This is an optimization exercise on Yosys and OpenROAD, whose aim is small area, not a production implementation.
In this exercise RTL edits were held to simulation tests only and were not proved equivalent to the original.
No driver is modelled on the clock port, so clock power and skew are understated where the tree is cut down; a real chip needs a root buffer or a tree.
Power figures rest on the tool's default switching activity, not on a simulated workload.

[design.v]
`timescale 1ns / 1ps
module pp_fa(input a, input b, input c, output s, output co);
    assign s  = a ^ b ^ c;
    assign co = (a & b) | (a & c) | (b & c);
endmodule
module pp_ha(input a, input b, output s, output co);
    assign s  = a ^ b;
    assign co = a & b;
endmodule
module pp_bop(input v, input ninc, input ndt, output b);
    assign b = ~(v ? ninc : ndt);
endmodule
module pp_maj(input a, input b, input c, output m);
    assign m = (a & b) | (a & c) | (b & c);
endmodule
module pp_omux(input s, input P, input Q, input yn, output o);
    assign o = (s ? P : Q) | ~yn;
endmodule
module process(Rout,Gout,Bout,OKout,Rin,Gin,Bin,operation,value,clka,reset,OKin);
input clka,reset,OKin;
input [7:0]Rin,Gin,Bin,value;
input [2:0]operation;
output reg [7:0]Rout,Gout,Bout;
output reg OKout;
wire en = OKin & ~reset;
wire op_inc = (operation == 3'd0);
wire op_dec = (operation == 3'd1);
wire op_gry = (operation == 3'd2);
wire op_red = (operation == 3'd3);
wire op_grn = (operation == 3'd4);
wire op_blu = (operation == 3'd5);
wire op_thr = (operation == 3'd6);
wire op_inv = (operation == 3'd7);
wire [7:0] b;
wire op_dt = op_dec | op_thr;
genvar m;
generate
    for (m = 0; m < 8; m = m + 1) begin : bop
        pp_bop u(value[m], ~op_inc, ~op_dt, b[m]);
    end
endgenerate
wire cin = op_dec;
wire [8:0] Rc, Gc, Bc;
wire [8:0] Rs, Gs, Bs;
assign Rc[0] = cin;
assign Gc[0] = cin;
assign Bc[0] = cin;
genvar j;
generate
    for (j = 0; j < 8; j = j + 1) begin : add
        pp_fa fr(Rin[j], b[j], Rc[j], Rs[j], Rc[j+1]);
        pp_fa fg(Gin[j], b[j], Gc[j], Gs[j], Gc[j+1]);
        pp_fa fb(Bin[j], b[j], Bc[j], Bs[j], Bc[j+1]);
    end
endgenerate
assign Rs[8] = Rc[8];
assign Gs[8] = Gc[8];
assign Bs[8] = Bc[8];
wire s0a, c0a, s0b, c0b, s0c, c0c, s0d, c0d;
pp_fa f0a(Rin[2], Rin[5], Rin[6], s0a, c0a);
pp_fa f0b(Gin[1], Gin[4], Gin[6], s0b, c0b);
pp_fa f0c(Bin[4], Bin[5], Bin[6], s0c, c0c);
pp_fa f0d(s0a, s0b, s0c, s0d, c0d);
wire s1a, c1a, s1b, c1b, s1c, c1c, s1d, c1d, s1e, c1e, s1f, c1f;
pp_fa f1a(Rin[3], Rin[6], Rin[7], s1a, c1a);
pp_fa f1b(Gin[2], Gin[5], Gin[7], s1b, c1b);
pp_fa f1c(Bin[5], Bin[6], Bin[7], s1c, c1c);
pp_fa f1d(c0a, c0b, c0c, s1d, c1d);
pp_fa f1e(s1a, s1b, s1c, s1e, c1e);
pp_fa f1f(s1d, s1e, c0d, s1f, c1f);
wire s2a, c2a, s2b, c2b, s2c, c2c, s2d, c2d, s2e, c2e, s2f, c2f;
pp_fa f2a(Rin[4], Rin[7], Gin[3], s2a, c2a);
pp_fa f2b(Gin[6], Bin[6], Bin[7], s2b, c2b);
pp_fa f2c(c1a, c1b, c1c, s2c, c2c);
pp_fa f2d(s2a, s2b, s2c, s2d, c2d);
pp_fa f2e(c1d, c1e, c1f, s2e, c2e);
pp_ha h2f(s2d, s2e, s2f, c2f);
wire s3a, c3a, s3b, c3b, s3c, c3c, s3d, c3d, s3e, c3e;
pp_fa f3a(Rin[5], Gin[4], Gin[7], s3a, c3a);
pp_fa f3b(Bin[7], c2a, c2b, s3b, c3b);
pp_fa f3c(c2c, c2d, c2e, s3c, c3c);
pp_fa f3d(s3a, s3b, s3c, s3d, c3d);
pp_ha h3e(s3d, c2f, s3e, c3e);
wire s4a, c4a, s4b, c4b, s4c, c4c;
pp_fa f4a(Rin[6], Gin[5], c3a, s4a, c4a);
pp_fa f4b(c3b, c3c, c3d, s4b, c4b);
pp_fa f4c(s4a, s4b, c3e, s4c, c4c);
wire s5a, c5a, s5b, c5b;
pp_fa f5a(Rin[7], Gin[6], c4a, s5a, c5a);
pp_fa f5b(s5a, c4b, c4c, s5b, c5b);
wire s6a, c6a;
pp_fa f6a(Gin[7], c5a, c5b, s6a, c6a);
wire [7:0] Y = {c6a, s6a, s5b, s4c, s3e, s2f, s1f, s0d};
wire [8:0] gt;
assign gt[0] = 1'b0;
assign gt[1] = Y[0] & b[0];
genvar i;
generate
    for (i = 1; i < 8; i = i + 1) begin : cmp
        pp_maj u(Y[i], b[i], gt[i], gt[i+1]);
    end
endgenerate
wire white = ~gt[8];
wire rP = en & (op_inc | (op_dec & Rs[8]) | op_red | (op_thr & white));
wire rQ = en & ((op_inc & Rs[8]) | op_inv | (op_thr & white));
wire gP = en & (op_inc | (op_dec & Gs[8]) | op_grn | (op_thr & white));
wire gQ = en & ((op_inc & Gs[8]) | op_inv | (op_thr & white));
wire bP = en & (op_inc | (op_dec & Bs[8]) | op_blu | (op_thr & white));
wire bQ = en & ((op_inc & Bs[8]) | op_inv | (op_thr & white));
wire selY = en & op_gry;
wire [7:0] yn = ~(Y & {8{selY}});
wire [7:0] Rn, Gn, Bn;
genvar k;
generate
    for (k = 0; k < 8; k = k + 1) begin : omux
        pp_omux ur(Rs[k], rP, rQ, yn[k], Rn[k]);
        pp_omux ug(Gs[k], gP, gQ, yn[k], Gn[k]);
        pp_omux ub(Bs[k], bP, bQ, yn[k], Bn[k]);
    end
endgenerate
always @(posedge clka) begin
    OKout <= en;
    Rout <= Rn;
    Gout <= Gn;
    Bout <= Bn;
end
endmodule
[flow/run.sh]
#!/bin/bash
# Own layout flow: the standard flow (standard.sh) with three changes:
#  * synthesis is synth_recipe.tcl unchanged except that ABC maps each module for
#    area with area.abc (no buffering/upsizing) instead of ORFS's speed script;
#  * the port buffers are buf_1 instead of the buffer_ports default;
#  * everything else (floorplan, PDN, taps, CTS, routing) is the standard flow.
set -euo pipefail
WORK=$(pwd)
mkdir -p "$WORK/own"
sed 's#log_cmd abc {\*}$abc_args#log_cmd abc -script $::env(OWN_ABC_SCRIPT) {*}[lrange $abc_args 2 end]#' \
  "$FLOW_HOME/scripts/synth.tcl" > "$WORK/own/synth_mod.tcl"
grep -q OWN_ABC_SCRIPT "$WORK/own/synth_mod.tcl"
export OWN_SYNTH_MOD="$WORK/own/synth_mod.tcl"
export OWN_ABC_SCRIPT="$WORK/flow/area.abc"
bash standard.sh \
  "SYNTH_SCRIPT=$WORK/flow/own_synth.tcl" \
  "BUFFER_PORTS_ARGS=-buffer_cell sky130_fd_sc_hd__buf_1" \
  "CTS_ARGS=-repair_clock_nets -dont_use_dummy_load -buf_list sky130_fd_sc_hd__clkbuf_8 -root_buf sky130_fd_sc_hd__clkbuf_8 -sink_clustering_enable -sink_clustering_size 25 -sink_clustering_max_diameter 500" \
  finish > "$WORK/standard_flow.log" 2>&1
[flow/area.abc]
strash
&get -n
&dch -f
&nf -R 1000
&put
[flow/own_synth.tcl]
# The standard synthesis (synth_recipe.tcl) with one change: ORFS's synth.tcl is used as
# synth_mod.tcl, a copy whose ABC call maps for area with flow/area.abc (written by run.sh).
proc synth {args} { yosys synth -nofsm -noshare {*}$args }
source $::env(OWN_SYNTH_MOD)
# left out here: clear keep_hierarchy, flatten, clean up, hide names made inside functions, write 1_2_yosys.v
[standard.sh]
#!/bin/bash
# synth_recipe.tcl (not shown) runs the flow's synth.tcl, then flattens the netlist and writes it again
# the make line also repeats each setting of config.mk as NAME=value (left out here)
make -C /OpenROAD-flow-scripts/flow DESIGN_CONFIG=/design/flow/config.mk WORK_HOME=/design/flow/orfs CLKGATE_MAP_FILE= SYNTH_SCRIPT=/design/flow/synth_recipe.tcl "${@:-finish}"
[config.mk]
export PLATFORM = sky130hd
export DESIGN_NAME = process
export DESIGN_NICKNAME = process
export VERILOG_FILES = /design/flow/design.v
export SDC_FILE = /design/flow/constraint.sdc
export NUM_CORES = 4
export LEC_CHECK = 0
export CAP_MARGIN = 20
export CORE_MARGIN = 2
export CORE_UTILIZATION = 55
export SLEW_MARGIN = 20
export SYNTH_HIERARCHICAL = 1
[constraint.sdc]
create_clock -name core_clock -period 10.0 [get_ports {clka}]
set_input_delay 2.0000 -clock core_clock [delete_from_list [all_inputs] [get_ports {clka}]]
set_output_delay 2.0000 -clock core_clock [all_outputs]
set_load 0.01 [all_outputs]
==> summary.txt, run 1 <==
Peak VDD IR: 113.1 uV
Syn Inst Count: 175
Post-synthesis simple-gate area fraction: 8.806%
Worst Hold Class: in -> reg
Area of the core: 3716 um^2
Syn Nets: 264
Clock tree buffer depth: 2
Compound-Gate Fraction of Synth Area: 2.839%
Hold-fix buffers, CTS: 0
Avg WL per Cell: 17.98 um
Synth warn: 7
Total vias in the final route: 1,631
TritonCTS clock tree: yes
Top cell type by total area after synthesis: fa_1
Worst Path Class, Setup: in -> reg
Startpoint Class: input port
RSZ-0062 raised after global routing: false
Clock Tree Root: clkbuf_8
Minimum clock period: 8.775 ns
Fin. max-slew vios: 0
Post-synth top area share: 45.42%
Final ANT Viol Nets: 0
Syn avg cell area: 12.34 um^2
Detailed-placement wirelength estimate: 4.430 mm
Fin. Hold Viols: 0
Max_cap viols: 0
Layout area overhead: 15.70%
Leak Pwr: 0.001131 uW
Postcts setup bufs: 0
# port buffers: 62
CTS clk-pin slew, worst paths: 0.09 ns
First-pass GRT wire length: 8.293 mm
Vias per cell: 5.663
Antenna violations before repair: 0
Vias in the first global route: 1,794
Worst setup EP type: register
Gpl congestion: 0.8630
Status: timing/DRC/antenna clean
Post-CTS sizing: 0
Final setup margin: 1.225 ns
Die Span Y: 66.66 um
Layout cells sized above 1: 1.667%
Initial Util: 58.11%
Slew margin rel.: 37.76%
Main combinational cell family by area after synthesis: adder cells
Iter 0 DRT Violations: 82
Die width: 66.66 um
Gr usage total: 26.19%
CP arrival: 8.99 ns
Mapped cell area: 2160 um^2
Sink count of the clock tree: 25
Adder-Cell Fraction of Synth Area: 49.83%
Final Setup Violations: 0
H-Tree Depth: 1
Worst-path fanout max: 8
Setup TNS Final: 0 ns
Die area: 4444 um^2
Diode count: 0
Rows: 22
Largest net degree at the start of global routing: 16
Yosys cell types: 19
Worst-margin pin slew: 0.9293 ns
DRT Pass-1 Iters: 4
Final WL: 5.178 mm
Num CTS Buffers: 3
Setup slack at placement: 0.9453 ns
Io pins: 63
Period utilisation layout: 87.75%
Pwr/cell area: 157.2 nW/um^2
Sequential cell area fraction in the yosys report: 23.17%
Grt total ovfl: 0
DRC: 0
Synth Area in XOR/XNOR: 0%
Largest cells by area after synthesis: fa_1 45%, dfxtp_1 23%, mux2i_1 15%, nand2_1 6.3%, maj3_1 3.2%
Yosys reg bits: 25
Req. time, crit path: 10.21 ns
Fin nets: 331
Mux contribution to synthesized area: 14.83%
Max frequency: 0.1140 GHz
-- Yosys stat by module (local to each module, per instance) --
module   cells  flops+latches  area [um^2]  times used
pp_omux      2              0        13.76          24
pp_ha        1              0        12.51           2
pp_maj       1              0        10.01           7
pp_fa        1              0        20.02          49
process     61             25        673.1           1
pp_bop       1              0        10.01           8
-- flip-flops by register name (all words and copies together), names as in the netlist --
signal,flops
Gout,8
Rout,8
Bout,8
OKout,1
-- metal layers --
layer	track usage, %	share of wire, %	vias to the layer above
li1	-	-	712
met3	4.223	6.9	15
met1	32.49	40	827
met4	10.46	2.7	0
met2	45.63	51	77
met5	0	0	-
-- synth_stat cells (all sizes together) --
cell,n
dfxtp,25
o21bai,1
nor3b,1
a21o,1
o21ai,1
mux2i,32
nand2b,2
or3,1
nor2,3
a21oi,7
ha,2
nor3,1
nand2,36
clkinv,3
and2,1
a31oi,1
nor2b,1
fa,49
maj3,7
-- path summary, 6_finish.rpt --
path,start,cells after the start,endpoint
max,Bin[6],17,Bout[6]$_DFF_P_
min,OKin,3,OKout$_DFF_P_
-- kinds of logic (layout without fill, tap and decap cells) --
| group | Yosys count | count (layout) |
|---|---|---|
| adders and majority gates | 58 | 58 |
| buffers and inverters | 3 | 68 |
| muxes | 32 | 32 |
| DFF | 25 | 25 |
| AOI/OAI and AO/OA | 11 | 11 |
| and+or+nand+nor | 46 | 46 |
-- layout by cell type, fill, tap and decap left out, types with 3 or more instances in the layout --
master / Yosys / routed
fa_1: 49 / 49
nor2_1: 3 / 3
nand2_1: 36 / 36
buf_1: 0 / 62
a21oi_1: 7 / 7
dfxtp_1: 25 / 25
clkinv_1: 3 / 3
maj3_1: 7 / 7
clkbuf_8: 0 / 3
mux2i_1: 32 / 32
-- layout make-up --
cell class | instances | area [um^2]
timing repair buffer | 62 | 232.7
sequential | 25 | 500.5
fill | 324 | 1217
clock buffer | 3 | 41.29
inverter | 3 | 11.26
tap | 48 | 60.06
multi-input combinational | 147 | 1653
-- power by group --
part / total (uW) / internal [uW] / leakage [uW] / switching (uW)
clock: 54.5 / 26.9 / 0.0000216 / 27.7
sequential: 115 / 112 / 0.000204 / 3.09
combinational: 224 / 102 / 0.000905 / 121
total: 393 / 241 / 0.00113 / 152
-- stage by stage --
step / hold WS, ns / area (um^2) / util (%) / instances / total power (uW)
2_1_floorplan: 2.215 / 2160 / - / 175 / 269.1
3_3_place_gp: 2.334 / 2452 / 65.99 / 285 / 332.0
3_5_place_dp: 2.345 / 2452 / 65.99 / 285 / 338.6
4_1_cts: 2.063 / 2494 / 67.10 / 288 / 395.7
5_1_grt: 2.122 / 2499 / 67.24 / 288 / 426.2
6_report: 2.085 / 2499 / 67.24 / 288 / 392.8
-- worst max-delay path: stages --
cell     delay [ns]
buf_1          0.33
fa_1           0.51
fa_1           0.47
fa_1           0.42
fa_1           0.40
fa_1           0.47
fa_1           0.40
fa_1           0.47
fa_1           0.43
fa_1           0.40
fa_1           0.49
maj3_1         0.36
maj3_1         0.37
or3_1          0.39
a31oi_1        0.77
mux2i_1        0.19
nand2_1        0.12
==> run 2: changes to the inputs <==
--- a/flow/run.sh
+++ b/flow/run.sh
@@ -16,4 +16,4 @@
   "SYNTH_SCRIPT=$WORK/flow/own_synth.tcl" \
   "BUFFER_PORTS_ARGS=-buffer_cell sky130_fd_sc_hd__buf_1" \
-  "CTS_ARGS=-repair_clock_nets -dont_use_dummy_load -buf_list sky130_fd_sc_hd__clkbuf_8 -root_buf sky130_fd_sc_hd__clkbuf_8 -sink_clustering_enable -sink_clustering_size 25 -sink_clustering_max_diameter 500" \
+  "CTS_ARGS=-repair_clock_nets -dont_use_dummy_load -sink_clustering_enable -sink_clustering_size 25 -sink_clustering_max_diameter 500 -sink_clustering_levels 1" \
   finish > "$WORK/standard_flow.log" 2>&1
==> summary.txt, run 2 <==
Status: timing/DRC/antenna clean
Slew margin rel.: 37.76%
Num CTS Buffers: 3
CTS clk-pin slew, worst paths: 0.09 ns
Final WL: 5.178 mm
Worst Hold Class: in -> reg
H-Tree Depth: 1
Diode count: 0
Slowest stage delay, CP: 0.77 ns
Worst-path fanout max: 8
Final ANT Viol Nets: 0
Total vias in the final route: 1,631
Final Power: 392.8 uW
Die Span Y: 66.66 um
Worst Path Class, Setup: in -> reg
Die area: 4444 um^2
Mapped cell area: 2160 um^2
Peak VDD IR: 113.1 uV
Post-synth EDFFs: 0
Avg WL per Cell: 17.98 um
Grt total ovfl: 0
Fillers: 324
Post-synth top area share: 45.42%
Leak Pwr: 0.001131 uW
Final setup margin: 1.225 ns
Sequential cell area fraction in the yosys report: 23.17%
Yosys reg bits: 25
Max_cap viols: 0
Post-CTS sizing: 0
Vias per cell: 5.663
RSZ-0062 raised after global routing: false
Iter 0 DRT Violations: 82
Critical path cell sequence: buf_1 -> fa_1 -> fa_1 -> fa_1 -> fa_1 -> fa_1 -> fa_1 -> fa_1 -> fa_1 -> fa_1 -> fa_1 -> maj3_1 -> maj3_1 -> or3_1 -> a31oi_1 -> mux2i_1 -> nand2_1
CP max-delay cell: a31oi_1
Most used cell, CP: fa_1
Io pins: 63
Hold-fix buffers, CTS: 0
Commonest non-fill, non-tap cell in the layout: buf_1
Largest net degree at the start of global routing: 16
Biggest regs: Bout: 8 flops, Gout: 8 flops, Rout: 8 flops
Syn avg cell area: 12.34 um^2
Period utilisation layout: 87.75%
Setup slack at placement: 0.9453 ns
Minimum clock period: 8.775 ns
Worst-margin pin slew: 0.9293 ns
Syn Nets: 264
Pwr/cell area: 157.2 nW/um^2
CP Buf/Inv Count: 1
Gr usage total: 26.19%
Area of the core: 3716 um^2
Detailed-placement wirelength estimate: 4.430 mm
Worst setup EP type: register
Initial Util: 58.11%
Max frequency: 0.1140 GHz
Main flop type after synthesis: dfxtp_1
DRT Pass-1 Iters: 4
Top-count cell post-synth: fa_1
Largest cells by area after synthesis: fa_1 45%, dfxtp_1 23%, mux2i_1 15%, nand2_1 6.3%, maj3_1 3.2%
Startpoint Class: input port
Commonest cells post-synth: 49 x fa_1, 36 x nand2_1, 32 x mux2i_1
Synth warn: 7
Top cell type by total area after synthesis: fa_1
Crit path from: Bin[6]
Postcts setup bufs: 0
TritonCTS clock tree: yes
Gpl congestion: 0.8630
Sink count of the clock tree: 25
Fin. max-slew vios: 0
Async SR Flop Fraction: 0%
Req. time, crit path: 10.21 ns
Crit path max-delay family: adder cells
Clock tree buffer depth: 2
Fin. Hold Viols: 0
Clock Tree Root: clkbuf_8
Post-layout util: 67.24%
Die width: 66.66 um
Setup TNS Final: 0 ns
Syn Inst Count: 175
Rows: 22
Yosys cell types: 19
CP arrival: 8.99 ns
Vias in the first global route: 1,794
Antenna violations before repair: 0
Hold path startpoint: OKin
First-pass GRT wire length: 8.293 mm
Final Setup Violations: 0
Hold slack final: 2.085 ns
Commonest cells after routing, fill and taps aside: 62 x buf_1, 49 x fa_1, 36 x nand2_1
Layout area overhead: 15.70%
Layout cells sized above 1: 1.667%
Fin nets: 331
# port buffers: 62
DRC: 0
## run 2: Yosys stat by module, one instance, submodules excluded
module	cells inside	cell area, um^2	flip-flops and latches	copies in the design
pp_maj	1	10.01	0	7
pp_fa	1	20.02	0	49
process	61	673.1	25	1
pp_ha	1	12.51	0	2
pp_bop	1	10.01	0	8
pp_omux	2	13.76	0	24
## run 2: final cells by class
class	count	area, um^2	area share, %
inverters	3	11.26	0.4507
flip-flops and latches	25	500.5	20.03
well taps	48	60.06	2.404
clock buffers	3	41.29	1.652
repair buffers	62	232.7	9.314
multi-input cells	147	1653	66.15
## run 2: logic make-up (layout without fill, tap and decap cells)
logic type | Yosys count | after routing | synth area share, %
AOI/OAI and AO/OA | 11 | 11 | 2.839
DFF | 25 | 25 | 23.17
muxes | 32 | 32 | 14.83
and+or+nand+nor | 46 | 46 | 8.807
buffers and inverters | 3 | 68 | 0.5214
adders and majority gates | 58 | 58 | 49.83
## run 2: worst paths after layout
path | endpoint | slack, ns | depth (start not counted)
max | Bout[6]$_DFF_P_ | 1.22 | 17
min | OKout$_DFF_P_ | 2.09 | 3
## run 2: power by group
group	switching [uW]	internal, uW	leakage [uW]	total, uW
combinational	121	102	0.000905	224
clock	27.7	26.9	0.0000216	54.5
sequential	3.09	112	0.000204	115
total	152	241	0.00113	393
## run 2: tightest hold or removal path, delay by kind of cell
kind	cells	cell delay (ns)
buffers and inverters	2	0.15
and+or+nand+nor	1	0.17
## run 2: per-stage QoR
| step | instance area, um^2 | instances |
|---|---|---|
| final | 2499 | 288 |
| after global routing | 2499 | 288 |
| after CTS | 2494 | 288 |
| after detailed placement | 2452 | 285 |
| after global placement | 2452 | 285 |
| after floorplan | 2160 | 175 |
## run 2: routing by layer
layer  global-route usage, %  vias up  wire length (um)  part of all wire (%)
met1                   32.49      827              2054                    40
met4                   10.46        0               142                   2.7
met2                   45.63       77              2624                    51
li1                        -      712                 -                     -
met5                       0        -                 0                     0
met3                   4.223       15               357                   6.9
==> run 3: changes to the inputs <==
--- a/flow/run.sh
+++ b/flow/run.sh
@@ -4,5 +4,7 @@
 #    area with area.abc (no buffering/upsizing) instead of ORFS's speed script;
 #  * the port buffers are buf_1 instead of the buffer_ports default;
-#  * everything else (floorplan, PDN, taps, CTS, routing) is the standard flow.
+#  * CTS runs without a dummy load, and post_cts.tcl then drives every clock sink from
+#    the root clock buffer alone (one clkbuf instead of a root and two leaves);
+#  * everything else (floorplan, PDN, taps, placement, routing) is the standard flow.
 set -euo pipefail
 WORK=$(pwd)
@@ -13,7 +15,9 @@
 export OWN_SYNTH_MOD="$WORK/own/synth_mod.tcl"
 export OWN_ABC_SCRIPT="$WORK/flow/area.abc"
+export OWN_CLKBUF=sky130_fd_sc_hd__clkbuf_16
 bash standard.sh \
   "SYNTH_SCRIPT=$WORK/flow/own_synth.tcl" \
   "BUFFER_PORTS_ARGS=-buffer_cell sky130_fd_sc_hd__buf_1" \
-  "CTS_ARGS=-repair_clock_nets -dont_use_dummy_load -sink_clustering_enable -sink_clustering_size 25 -sink_clustering_max_diameter 500 -sink_clustering_levels 1" \
+  "CTS_ARGS=-sink_clustering_enable -repair_clock_nets -dont_use_dummy_load" \
+  "POST_CTS_TCL=$WORK/flow/post_cts.tcl" \
   finish > "$WORK/standard_flow.log" 2>&1
==> flow/post_cts.tcl (new file) <==
# POST_CTS hook: the clock tree is one buffer. CTS builds a root buffer and a few leaf
# buffers; this moves every sink of the leaf buffers onto the root buffer's net, removes the
# leaf buffers, sizes the root buffer and legalises the placement again.
set block [ord::get_db_block]
set root [$block findInst clkbuf_0_clka]
if { $root == "NULL" } { error "post_cts: no root clock buffer" }
set rootnet [[$root findITerm X] getNet]
set moved 0
foreach inst [$block getInsts] {
  if { $inst == $root } { continue }
  set master [[$inst getMaster] getName]
  if { ![string match "sky130_fd_sc_hd__clkbuf_*" $master] } { continue }
  set in [$inst findITerm A]
  if { [$in getNet] != $rootnet } { continue }
  set outnet [[$inst findITerm X] getNet]
  foreach it [$outnet getITerms] {
    if { [$it getInst] == $inst } { continue }
    $it disconnect
    $it connect $rootnet
    incr moved
  }
  $in disconnect
  [$inst findITerm X] disconnect
  odb::dbInst_destroy $inst
  odb::dbNet_destroy $outnet
}
puts "post_cts: moved $moved clock sinks onto [$rootnet getName]"
replace_cell [get_cells clkbuf_0_clka] $::env(OWN_CLKBUF)
detailed_placement
estimate_parasitics -placement
report_clock_properties
report_check_types -max_slew -max_capacitance
==> summary.txt, run 3 <==
Yosys cell types: 19
Final ANT Viol Nets: 0
Largest cells by area after synthesis: fa_1 45%, dfxtp_1 23%, mux2i_1 15%, nand2_1 6.3%, maj3_1 3.2%
Syn Inst Count: 175
Largest net degree at the start of global routing: 26
Sequential cell area fraction in the yosys report: 23.17%
Yosys reg bits: 25
Rows: 22
CTS clk-pin slew, worst paths: 0.09 ns
Die width: 66.66 um
DRT Pass-1 Iters: 7
Main flop type after synthesis: dfxtp_1
Post-synth top area share: 45.42%
Vias in the first global route: 1,777
Post-layout util: 66.80%
CP Buf/Inv Count: 1
Critical path cell sequence: buf_1 -> fa_1 -> fa_1 -> fa_1 -> fa_1 -> fa_1 -> fa_1 -> fa_1 -> fa_1 -> fa_1 -> fa_1 -> maj3_1 -> maj3_1 -> or3_1 -> a31oi_1 -> mux2i_1 -> nand2_1
Fillers: 323
Leak Pwr: 0.001121 uW
Vias per cell: 5.762
Status: timing/DRC/antenna clean
Sink count of the clock tree: 25
Grt total ovfl: 0
Mapped cell area: 2160 um^2
Biggest regs: Bout: 8 flops, Gout: 8 flops, Rout: 8 flops
Total vias in the final route: 1,648
Detailed-placement wirelength estimate: 4.430 mm
Gr usage total: 27.44%
Period utilisation layout: 88.76%
Fin nets: 329
Top cell type by total area after synthesis: fa_1
Req. time, crit path: 10.10 ns
Worst Hold Class: in -> reg
Uppermost layer routed: met4
Initial Util: 58.11%
Synth warn: 7
Max frequency: 0.1127 GHz
Slowest stage delay, CP: 0.77 ns
DRC: 0
Pwr/cell area: 153.6 nW/um^2
Worst setup EP type: register
RSZ-0062 raised after global routing: false
Syn avg cell area: 12.34 um^2
Die Span Y: 66.66 um
Setup TNS Final: 0 ns
Slew margin rel.: 37.99%
Die area: 4444 um^2
Fin. Hold Viols: 0
Top-count cell post-synth: fa_1
Worst-margin pin slew: 0.9258 ns
Diode count: 0
Gpl congestion: 0.8630
Layout area overhead: 14.95%
Antenna violations before repair: 0
First-pass GRT wire length: 8.252 mm
Commonest non-fill, non-tap cell in the layout: buf_1
Met1 Wirelength: 1.896 mm
Minimum clock period: 8.876 ns
Final WL: 5.143 mm
Cell depth of the worst setup path: 17
Max_cap viols: 0
Peak VDD IR: 126.6 uV
CP max-delay cell: a31oi_1
Final Setup Violations: 0
Commonest cells after routing, fill and taps aside: 62 x buf_1, 49 x fa_1, 36 x nand2_1
Async SR Flop Fraction: 0%
Startpoint Class: input port
Iter 0 DRT Violations: 138
Worst-path fanout max: 8
Fin. max-slew vios: 0
Hold path cells: 3
CP arrival: 8.98 ns
DR WL met2: 2.596 mm
Post-synth EDFFs: 0
Most used cell, CP: fa_1
Worst Path Class, Setup: in -> reg
Commonest cells post-synth: 49 x fa_1, 36 x nand2_1, 32 x mux2i_1
Avg WL per Cell: 17.98 um
Syn Nets: 264
Routed met3 length: 512 um
Crit path max-delay family: adder cells
Io pins: 63
Area of the core: 3716 um^2
Layout cells sized above 1: 0.8403%
# port buffers: 62
-- run 3: cell counts after synthesis --
Identical to the previous run, type by type.
-- run 3: logic make-up (layout without fill, tap and decap cells) --
family / Yosys count / after routing / synth area share (%)
compound gates: 11 / 11 / 2.839
fa+ha+maj: 58 / 58 / 49.83
buf+inv: 3 / 66 / 0.5214
flops: 25 / 25 / 23.17
mux: 32 / 32 / 14.83
simple gates: 46 / 46 / 8.807
-- run 3: area by class of cell --
cell class	instances	area [um^2]	area share, %
Timing Repair Buffer	62	232.7	9.375
Tap cell	48	60.06	2.419
Clock buffer	1	25.02	1.008
Inverter	3	11.26	0.4536
Sequential cell	25	500.5	20.16
Multi-Input combinational cell	147	1653	66.58
-- run 3: layer usage --
metal / up-vias / GRT usage, %
met3: 15 / 3.885
met1: 819 / 35.47
li1: 709 / -
met4: 0 / 7.908
met5: - / 0
met2: 105 / 48.13
-- run 3: power by group --
group          switching [uW]  leakage (uW)  internal (uW)
sequential               3.12      0.000204            112
clock                    24.8     0.0000123           18.4
combinational             121      0.000905            102
total                     149       0.00112            232
-- run 3: worst paths after layout --
path	endpoint	from	slack, ns
setup / recovery	Bout[6]$_DFF_P_	Rin[7]	1.12
hold / removal	OKout$_DFF_P_	OKin	2.19
-- run 3: metrics by stage --
step                power [uW]  std cells  setup slack, ns  hold slack [ns]  area (um^2)
finish                   381.3        286            1.124            2.189         2482
global route             413.2        286           0.8429            2.232         2482
detailed placement       338.6        285           0.9453            2.345         2452
global placement         332.0        285            1.150            2.334         2452
floorplan                269.1        175            1.911            2.215         2160
-- run 3: Yosys stat by module (local to each module, per instance) --
module | area, um^2 | flops+latches
process | 673.1 | 25
pp_bop | 10.01 | 0
pp_fa | 20.02 | 0
pp_maj | 10.01 | 0
pp_omux | 13.76 | 0
pp_ha | 12.51 | 0
==> run 4: changes to the inputs <==
--- a/design.v
+++ b/design.v
@@ -8,6 +8,6 @@
     assign co = a & b;
 endmodule
-module pp_bop(input v, input ninc, input ndt, output b);
-    assign b = ~(v ? ninc : ndt);
+module pp_bop(input v, input nx, input ny, output b);
+    assign b = ~(v ? nx : ny);
 endmodule
 module pp_maj(input a, input b, input c, output m);
@@ -32,13 +32,14 @@
 wire op_thr = (operation == 3'd6);
 wire op_inv = (operation == 3'd7);
+wire op_nz = |operation;
+wire op_x = ~(op_dec | op_thr);
 wire [7:0] b;
-wire op_dt = op_dec | op_thr;
 genvar m;
 generate
     for (m = 0; m < 8; m = m + 1) begin : bop
-        pp_bop u(value[m], ~op_inc, ~op_dt, b[m]);
+        pp_bop u(value[m], ~op_x, ~op_nz, b[m]);
     end
 endgenerate
-wire cin = op_dec;
+wire cin = op_nz;
 wire [8:0] Rc, Gc, Bc;
 wire [8:0] Rs, Gs, Bs;
==> summary.txt, run 4 <==
Status: timing/DRC/antenna clean
Largest net degree at the start of global routing: 26
Peak VDD IR: 85.72 uV
Detailed-placement wirelength estimate: 4.180 mm
RSZ-0062 raised after global routing: false
Final ANT Viol Nets: 0
Hold slack final: 2.164 ns
Top-count cell post-synth: fa_1
Pwr/cell area: 152.8 nW/um^2
Commonest cells after routing, fill and taps aside: 62 x buf_1, 49 x fa_1, 36 x nand2_1
Post-layout util: 67.00%
Sw Pwr: 145.4 uW
Combinational Power Share: 58.5%
Diode count: 0
Largest cells by area after synthesis: fa_1 45%, dfxtp_1 23%, mux2i_1 15%, nand2_1 6.3%, maj3_1 3.2%
Antenna violations before repair: 0
Rows: 22
Hold path startpoint: OKin
Die Span Y: 66.63 um
Post-synth EDFFs: 0
CTS clk-pin slew, worst paths: 0.10 ns
Fin. max-slew vios: 0
Setup TNS Final: 0 ns
Gr usage total: 26.48%
Slew margin rel.: 41.91%
Leak Pwr: 0.001026 uW
Startpoint Class: input port
Grt total ovfl: 0
Commonest cells post-synth: 49 x fa_1, 36 x nand2_1, 32 x mux2i_1
Mapped cell area: 2157 um^2
Worst-margin pin slew: 0.8674 ns
Final WL: 4.794 mm
Yosys cell types: 19
Period utilisation layout: 88.32%
Req. time, crit path: 10.10 ns
Io pins: 63
Yosys reg bits: 25
Setup slack at placement: 0.9907 ns
DRT Pass-1 Iters: 8
Area of the core: 3716 um^2
Synth warn: 7
Layout cells sized above 1: 1.255%
Top cell type by total area after synthesis: fa_1
Main flop type after synthesis: dfxtp_1
Share of total power in sequential cells: 30.1%
Syn Nets: 263
Die area: 4439 um^2
Cell-internal power: 235.0 uW
Final std cells w/o fill: 287
DRC: 0
Sink count of the clock tree: 25
Hold EP: OKout$_DFF_P_
Max frequency: 0.1132 GHz
Max_cap viols: 0
Worst-path fanout max: 8
Hold path cells: 3
First-pass GRT wire length: 7.976 mm
# port buffers: 62
Post-synth top area share: 45.48%
Fin. Hold Viols: 0
Fin nets: 330
Worst Hold Class: in -> reg
Initial Util: 58.05%
Minimum clock period: 8.832 ns
Biggest regs: Bout: 8 flops, Gout: 8 flops, Rout: 8 flops
Total vias in the final route: 1,610
Worst setup EP type: register
Commonest non-fill, non-tap cell in the layout: buf_1
Die width: 66.63 um
Layout area overhead: 15.43%
Vias per cell: 5.610
Gpl congestion: 0.8892
Syn avg cell area: 12.40 um^2
Vias in the first global route: 1,684
Avg WL per Cell: 16.70 um
CP arrival: 8.93 ns
Worst Path Class, Setup: in -> reg
Clk network pwr share: 11.5%
Iter 0 DRT Violations: 222
Syn Inst Count: 174
Switching Fraction: 38.22%
Sequential cell area fraction in the yosys report: 23.20%
Final Setup Violations: 0
Final setup margin: 1.168 ns
Async SR Flop Fraction: 0%
Dpl cells: 286
==> run 4: changes by cell type in the layout (fill, tap and decap cells not counted) <==
cell / change
o22ai_1: +1
buf_4: +2
nor4b_1: +1
nor3b_2: -1
nor2_1: -1
nor2b_1: -1
==> run 4: metrics by stage <==
step                      instance area [um^2]  power (uW)
after floorplan                           2157       276.9
after global placement                    2465       334.9
after detailed placement                  2465       338.5
after global routing                      2490       418.0
final                                     2490       380.4
==> run 4: cell type report <==
cell class	count	area, um^2
repair buffers	64	247.7
inverters	3	11.26
fillers	319	1226
flip-flops and latches	25	500.5
multi-input cells	146	1645
clock buffers	1	25.02
well taps	48	60.06
==> run 4: worst max path at each step <==
stage	start	end
2_1_floorplan	Rin[3]	Bout[0]$_DFF_P_
3_3_place_gp	Rin[6]	Bout[7]$_DFF_P_
3_5_place_dp	Bin[6]	Bout[7]$_DFF_P_
5_1_grt	Bin[6]	Bout[4]$_DFF_P_
6_report	Bin[6]	Bout[4]$_DFF_P_
==> run 4: power by group through the flow <==
stage	registers, uW	logic [uW]	clock network [uW]
2_1_floorplan	124	153	0
3_3_place_gp	116	218	0
3_5_place_dp	117	222	0
5_1_grt	116	253	48.7
6_report	114	222	43.7
==> run 4: modules after synthesis, one instance, submodules excluded <==
module / cell area [um^2] / times used
pp_ha: 12.51 / 2
process: 670.6 / 1
pp_fa: 20.02 / 49
pp_omux: 13.76 / 24
pp_maj: 10.01 / 7
pp_bop: 10.01 / 8
==> run 4: logic make-up (layout without fill, tap and decap cells) <==
group | Yosys count | count (layout) | synth area share [%]
adder cells (fa/ha/maj) | 58 | 58 | 49.88
buffers and inverters | 3 | 68 | 0.5220
AO/OA/AOI/OAI | 12 | 12 | 3.132
flip-flops | 25 | 25 | 23.20
multiplexers | 32 | 32 | 14.85
AND/OR/NAND/NOR | 44 | 44 | 8.411
==> run 4: per-layer routing <==
metal | track usage [%] | share of wire, % | up-vias
li1 | - | - | 711
met1 | 36.23 | 39 | 787
met2 | 44.13 | 50 | 97
met3 | 3.041 | 7.9 | 15
met4 | 8.673 | 2.7 | 0
met5 | 0 | 0 | -
==> run 4: critical path, stage by stage <==
cell     delay [ns]
buf_1          0.32
fa_1           0.52
fa_1           0.47
fa_1           0.41
fa_1           0.39
fa_1           0.47
fa_1           0.39
fa_1           0.48
fa_1           0.42
fa_1           0.39
fa_1           0.47
maj3_1         0.35
maj3_1         0.38
or3_1          0.40
a31oi_1        0.73
mux2i_1        0.20
nand2_1        0.13
==> run 5: changes to the inputs <==
--- a/flow/post_cts.tcl
+++ b/flow/post_cts.tcl
@@ -27,4 +27,18 @@
 puts "post_cts: moved $moved clock sinks onto [$rootnet getName]"
 replace_cell [get_cells clkbuf_0_clka] $::env(OWN_CLKBUF)
+# put the buffer at the centre of its sinks; detailed_placement legalises it
+set sx 0
+set sy 0
+set n 0
+foreach it [$rootnet getITerms] {
+  set inst [$it getInst]
+  if { $inst == $root } { continue }
+  set bb [$inst getBBox]
+  set sx [expr { $sx + ([$bb xMin] + [$bb xMax]) / 2 }]
+  set sy [expr { $sy + ([$bb yMin] + [$bb yMax]) / 2 }]
+  incr n
+}
+$root setPlacementStatus PLACED
+$root setLocation [expr { $sx / $n }] [expr { $sy / $n }]
 detailed_placement
 estimate_parasitics -placement
==> summary.txt, run 5 <==
Main flop type after synthesis: dfxtp_1
Biggest regs: Bout: 8 flops, Gout: 8 flops, Rout: 8 flops
RSZ-0062 raised after global routing: false
Commonest cells post-synth: 49 x fa_1, 36 x nand2_1, 32 x mux2i_1
Commonest cells after routing, fill and taps aside: 62 x buf_1, 49 x fa_1, 36 x nand2_1
Io pins: 63
Largest cells by area after synthesis: fa_1 45%, dfxtp_1 23%, mux2i_1 15%, nand2_1 6.3%, maj3_1 3.2%
Avg WL per Cell: 16.97 um
Startpoint Class: input port
Gr usage total: 26.95%
Worst-path fanout max: 8
Sequential cell area fraction in the yosys report: 23.20%
Leak Pwr: 0.001026 uW
CTS clk-pin slew, worst paths: 0.10 ns
Fin nets: 330
Final Power: 384.2 uW
Layout cells sized above 1: 1.255%
Rows: 22
Post-synth EDFFs: 0
Post-synthesis simple-gate area fraction: 8.411%
Die area: 4439 um^2
Final Setup Violations: 0
Max_cap viols: 0
Async SR Flop Fraction: 0%
Status: timing/DRC/antenna clean
Final WL: 4.871 mm
Setup TNS Final: 0 ns
Total vias in the final route: 1,604
Syn Nets: 263
Period utilisation layout: 88.80%
Syn Inst Count: 174
Slew margin rel.: 40.03%
Setup slack at placement: 0.9907 ns
Worst Path Class, Setup: in -> reg
Final ANT Viol Nets: 0
Dpl cells: 286
DRC: 0
Req. time, crit path: 10.10 ns
Fin. Hold Viols: 0
Layout area overhead: 15.43%
Vias in the first global route: 1,685
First-pass GRT wire length: 7.983 mm
Mux contribution to synthesized area: 14.85%
Yosys cell types: 19
Worst Hold Class: in -> reg
Initial Util: 58.05%
Hold slack final: 2.163 ns
Worst-margin pin slew: 0.8954 ns
Fillers: 316
Peak VDD IR: 83.64 uV
Largest net degree at the start of global routing: 26
Mapped cell area: 2157 um^2
Final std cells w/o fill: 287
Die width: 66.63 um
Synth warn: 7
Gpl congestion: 0.8892
Die Span Y: 66.63 um
Minimum clock period: 8.880 ns
Post-synth top area share: 45.48%
Iter 0 DRT Violations: 216
Pwr/cell area: 154.3 nW/um^2
Commonest non-fill, non-tap cell in the layout: buf_1
# port buffers: 62
Area of the core: 3716 um^2
Worst setup EP type: register
Syn avg cell area: 12.40 um^2
Adder-Cell Fraction of Synth Area: 49.88%
DRT Pass-1 Iters: 7
Compound-Gate Fraction of Synth Area: 3.132%
Main combinational cell family by area after synthesis: adder cells
Max frequency: 0.1126 GHz
Synth Area in XOR/XNOR: 0%
Detailed-placement wirelength estimate: 4.180 mm
Diode count: 0
Antenna violations before repair: 0
Fin. max-slew vios: 0
Top-count cell post-synth: fa_1
Final setup margin: 1.120 ns
Sink count of the clock tree: 25
CP arrival: 8.98 ns
Yosys reg bits: 25
Top cell type by total area after synthesis: fa_1
Grt total ovfl: 0
Vias per cell: 5.589
run 5: routing by layer:
layer	vias to the layer above	share of wire (%)	global-route usage, %
met3	19	8.0	4.054
li1	711	-	-
met5	-	0	0
met4	0	3.5	9.949
met1	784	38	35.21
met2	90	50	45.50
run 5: where the power goes:
part,internal (uW),switching [uW]
Sequential,112,2.83
Combinational,105,119
Clock,18.5,26.5
Total,236,149
run 5: per-module statistics from Yosys, one instance, submodules excluded:
module	flops+latches	cells inside	area, um^2
pp_ha	0	1	12.51
pp_maj	0	1	10.01
pp_fa	0	1	20.02
pp_bop	0	1	10.01
process	25	60	670.6
pp_omux	0	2	13.76
run 5: final cells by class:
| class | count | area (um^2) | area share, % |
|---|---|---|---|
| Tap cell | 48 | 60.06 | 2.412 |
| Inverter | 3 | 11.26 | 0.4523 |
| Multi-Input combinational cell | 146 | 1645 | 66.08 |
| Timing Repair Buffer | 64 | 247.7 | 9.950 |
| Clock buffer | 1 | 25.02 | 1.005 |
| Sequential cell | 25 | 500.5 | 20.10 |
run 5: path summary, 6_finish.rpt:
check | from | to | slack [ns] | depth (start not counted)
max | Bin[6] | Bout[4]$_DFF_P_ | 1.12 | 17
min | OKin | OKout$_DFF_P_ | 2.16 | 3
run 5: worst max-delay path, stage by stage:
cell	delay, ns
buf_1	0.33
fa_1	0.52
fa_1	0.47
fa_1	0.41
fa_1	0.39
fa_1	0.46
fa_1	0.39
fa_1	0.47
fa_1	0.42
fa_1	0.39
fa_1	0.48
maj3_1	0.35
maj3_1	0.38
or3_1	0.41
a31oi_1	0.75
mux2i_1	0.20
nand2_1	0.13
run 5: through the flow:
step / cell area [um^2] / utilization (%)
floorplan: 2157 / -
global placement: 2465 / 66.33
detailed placement: 2465 / 66.33
global route: 2490 / 67.00
finish: 2490 / 67.00
run 5: cells by family (layout without fill, tap and decap cells):
kind of cell,after synthesis,after routing
buffers and inverters,3,68
AND/OR/NAND/NOR,44,44
adder cells (fa/ha/maj),58,58
AO/OA/AOI/OAI,12,12
flip-flops,25,25
multiplexers,32,32

-- re-timing with driven ports --
The results above use ideal ports. As a check the final layouts listed here were re-extracted and re-timed, cells and wires unchanged.
Step 1, drivers: a clkbuf_16 drives clka and a buf_2 each remaining input, both assumed.
Step 2 also shifts input and output timing later by t, the mid clock arrival at the registers, as if the neighbouring blocks saw the same clock.
Three values: ideal, step 1, step 2; two values: the first two.
| run | shift t [ns] | setup WS [ns] | slew at the worst register clock pin (ns) | cell pins on the clock port's net |
|---|---|---|---|---|
| run 1 | 0.281 | 1.225 / 1.222 / 0.941 | 0.09 / 0.09 | 1 |
| run 2 | 0.281 | 1.225 / 1.222 / 0.941 | 0.09 / 0.09 | 1 |
| run 3 | 0.183 | 1.124 / 1.130 / 0.946 | 0.09 / 0.09 | 1 |
| run 4 | 0.187 | 1.168 / 1.177 / 0.990 | 0.10 / 0.10 | 1 |
| run 5 | 0.196 | 1.120 / 1.137 / 0.941 | 0.10 / 0.10 | 1 |
After both steps setup and hold are still met in every run listed.
